Source: an optimization exercise on an open RTL-to-GDS flow (aim: small area and a short achievable clock period). Production flows keep margins and buffers that such runs may drop.
The RTL was checked by simulation tests, not by an equivalence proof against the original design.
Power and IR drop assume default switching activity.

==> tundra: inputs <==
## alu_top
module alu_top (
    input         clk,
    input  [7:0]  a,
    input  [7:0]  b,
    input  [3:0]  command_in,
    input         oe,
    output [15:0] d_out
);
==> module alu, before the edit <==
module alu(
    input [7:0] a,
    input [7:0] b,
    input [3:0] command_in,
    input oe,
    output  [15:0] d_out
    );
    parameter ADD= 4'B0000,
              INC= 4'B0001,
              SUB= 4'B0010,
              DEC= 4'B0011,
              MUL= 4'B0100,
              DIV= 4'B0101,
              SHL= 4'B0110,
              SHR= 4'B0111,
              AND= 4'B1000,
              OR=  4'B1001,
              INV= 4'B1010,
              NAND= 4'B1011,
              NOR= 4'B1100,
              XOR= 4'B1101,
              XNOR=4'B1110,
              BUF= 4'B1111;
 reg [15:0] out;
  always@(*)
    begin
      case(command_in)
       ADD : out = a + b;
       INC : out = a + 1;
       SUB : out = a - b;
       DEC : out = a -1;
       MUL : out = a * b;
       DIV : out = (b == 8'd0) ? 16'h0000 : a / b;
       SHL : out = a <<b;
       SHR : out = a>> b;
       AND : out =a &b;
       OR  : out =a| b;
       INV : out =~a;
       NAND: out =~(a&b);
       NOR : out =~(a|b);
       XOR : out =a^b;
       XNOR: out =~(a^b);
       BUF : out =a;
        default : out =16'h0000;
      endcase
    end
    assign d_out= (oe)?out:16'h0000;
endmodule
clock: 30.0 ns
lec_check: 0
cap_margin: 20
core_margin: 2
core_utilization: 40
slew_margin: 20
run.sh (not shown) runs the stock make flow with config.mk's settings and CLKGATE_MAP_FILE= SYNTH_SCRIPT=/design/flow/synth_recipe.tcl, a recipe that flattens the netlist after the stock synthesis.
==> lagoon (differences from tundra) <==
==> flow/design.v (replaced) <==
module alu_top (
    input         clk,
    input  [7:0]  a,
    input  [7:0]  b,
    input  [3:0]  command_in,
    input         oe,
    output [15:0] d_out
);
    reg [7:0]  a_q;
    reg [7:0]  b_q;
    reg [3:0]  cmd_q;
    reg        oe_q;
    reg [15:0] d_q;
    wire [15:0] alu_out;
    alu u_alu (
        .a(a_q),
        .b(b_q),
        .command_in(cmd_q),
        .oe(oe_q),
        .d_out(alu_out)
    );
    always @(posedge clk) begin
        a_q   <= a;
        b_q   <= b;
        cmd_q <= command_in;
        oe_q  <= oe;
        d_q   <= alu_out;
    end
    assign d_out = d_q;
endmodule

module alu(
    input  [7:0]  a,
    input  [7:0]  b,
    input  [3:0]  command_in,
    input         oe,
    output [15:0] d_out
);
    wire       sub  = command_in[1];
    wire       cst  = command_in[0];
    wire [7:0] y    = cst ? {8{sub}} : (b ^ {8{sub}});
    wire       cin  = cst ^ sub;
    wire [8:0] s9   = {1'b0, a} + {1'b0, y} + {8'b0, cin};
    wire [15:0] r_add = {sub ? {8{~s9[8]}} : {7'b0, s9[8]}, s9[7:0]};
    wire [15:0] r_mul = a * b;
    wire [7:0] q;
    wire [7:0] rem [0:8];
    assign rem[0] = 8'd0;
    genvar k;
    generate
        for (k = 7; k >= 0; k = k - 1) begin : g_div
            localparam integer W = 8 - k;            
            localparam integer S = 7 - k;            
            wire [W-1:0] pr = (W == 1) ? a[k] : {rem[S][W-2:0], a[k]};
            wire         hi_zero;
            if (W < 8) begin : g_hz
                assign hi_zero = ~|b[7:W];
            end else begin : g_nhz
                assign hi_zero = 1'b1;
            end
            wire [W:0] df = {1'b0, pr} - {1'b0, b[W-1:0]};
            assign q[k] = hi_zero & ~df[W];
            wire [W-1:0] nr = q[k] ? df[W-1:0] : pr;
            if (W < 8) begin : g_pad
                assign rem[S+1] = {{(8-W){1'b0}}, nr};
            end else begin : g_nopad
                assign rem[S+1] = nr;
            end
        end
    endgenerate
    wire [15:0] r_div = {8'd0, (|b) ? q : 8'd0};
    wire [15:0] r_shl = (|b[7:4]) ? 16'd0 : ({8'd0, a} << b[3:0]);
    wire [15:0] r_shr = (|b[7:3]) ? 16'd0 : {8'd0, a >> b[2:0]};
    reg [15:0] out;
    always @(*) begin
        case (command_in)
            4'd0, 4'd1, 4'd2, 4'd3: out = r_add;
            4'd4:  out = r_mul;
            4'd5:  out = r_div;
            4'd6:  out = r_shl;
            4'd7:  out = r_shr;
            4'd8:  out = {8'd0, a & b};
            4'd9:  out = {8'd0, a | b};
            4'd10: out = {8'hFF, ~a};
            4'd11: out = {8'hFF, ~(a & b)};
            4'd12: out = {8'hFF, ~(a | b)};
            4'd13: out = {8'd0, a ^ b};
            4'd14: out = {8'hFF, ~(a ^ b)};
            default: out = {8'd0, a};
        endcase
    end
    assign d_out = oe ? out : 16'h0000;
endmodule
- ABC_AREA: not set -> 1
==> qor summary <==
Multiplexer fraction of the synthesized cell area: tundra 5.73%; lagoon 0.304%
Run status: tundra complete, no violations; lagoon complete, no violations
Top cell type's share of synthesized area: tundra 20.4%; lagoon 20.5%
Worst path depth: tundra 134; lagoon 57
Area fraction in compound gates after synthesis: tundra 27.1%; lagoon 16.8%
Fraction of area in multi-input gates: tundra 78.0%; lagoon 69.4%
Share of the final layout cell area in sequential cells: tundra 6.12%; lagoon 10.2%
Clock distribution power: tundra 55.4 uW; lagoon 51.6 uW
Via total after detailed routing: tundra 10900; lagoon 6298
Met2 track demand over resource: tundra 36.6%; lagoon 36.1%
Initial Utilization: tundra 40.5%; lagoon 41.1%
Total power consumption of the routed design: tundra 1180 uW; lagoon 290 uW
NonClk Buf Share: tundra 8.03%; lagoon 6.11%
HPWL after detailed placement: tundra 26200 um; lagoon 15100 um

==> afterwards: timing with drivers on the ports <==
The flow's constraints put no driver on any port. The routed layouts listed below were extracted and timed again, unchanged, in two steps. Step 1, drivers: a clkbuf_16 drives clk and a buf_2 each remaining input, both assumed. Step 2 adds t to the input delays and takes it off the output delays; t is the mean of the earliest and latest rising clock arrival at the registers after step 1. Input paths then give back, and output paths get back, about the clock's delay inside the block. Slacks: ideal ports / drivers / drivers and shift; pairs: ideal ports / drivers.
| run | shift t [ns] | setup WS [ns] | latest minus earliest clock arrival (ns) | worst register clock-pin slew, ns | worst slew at a driven data input, ns |
|---|---|---|---|---|---|
| tundra | 0.341 | 1.587 / 1.587 / 1.587 | 0.010 / 0.010 | 0.07 / 0.07 | 0.04 |
| lagoon | 0.322 | 20.372 / 20.372 / 20.372 | 0.007 / 0.008 | 0.06 / 0.06 | 0.03 |
After both steps setup and hold are still met in every run listed.
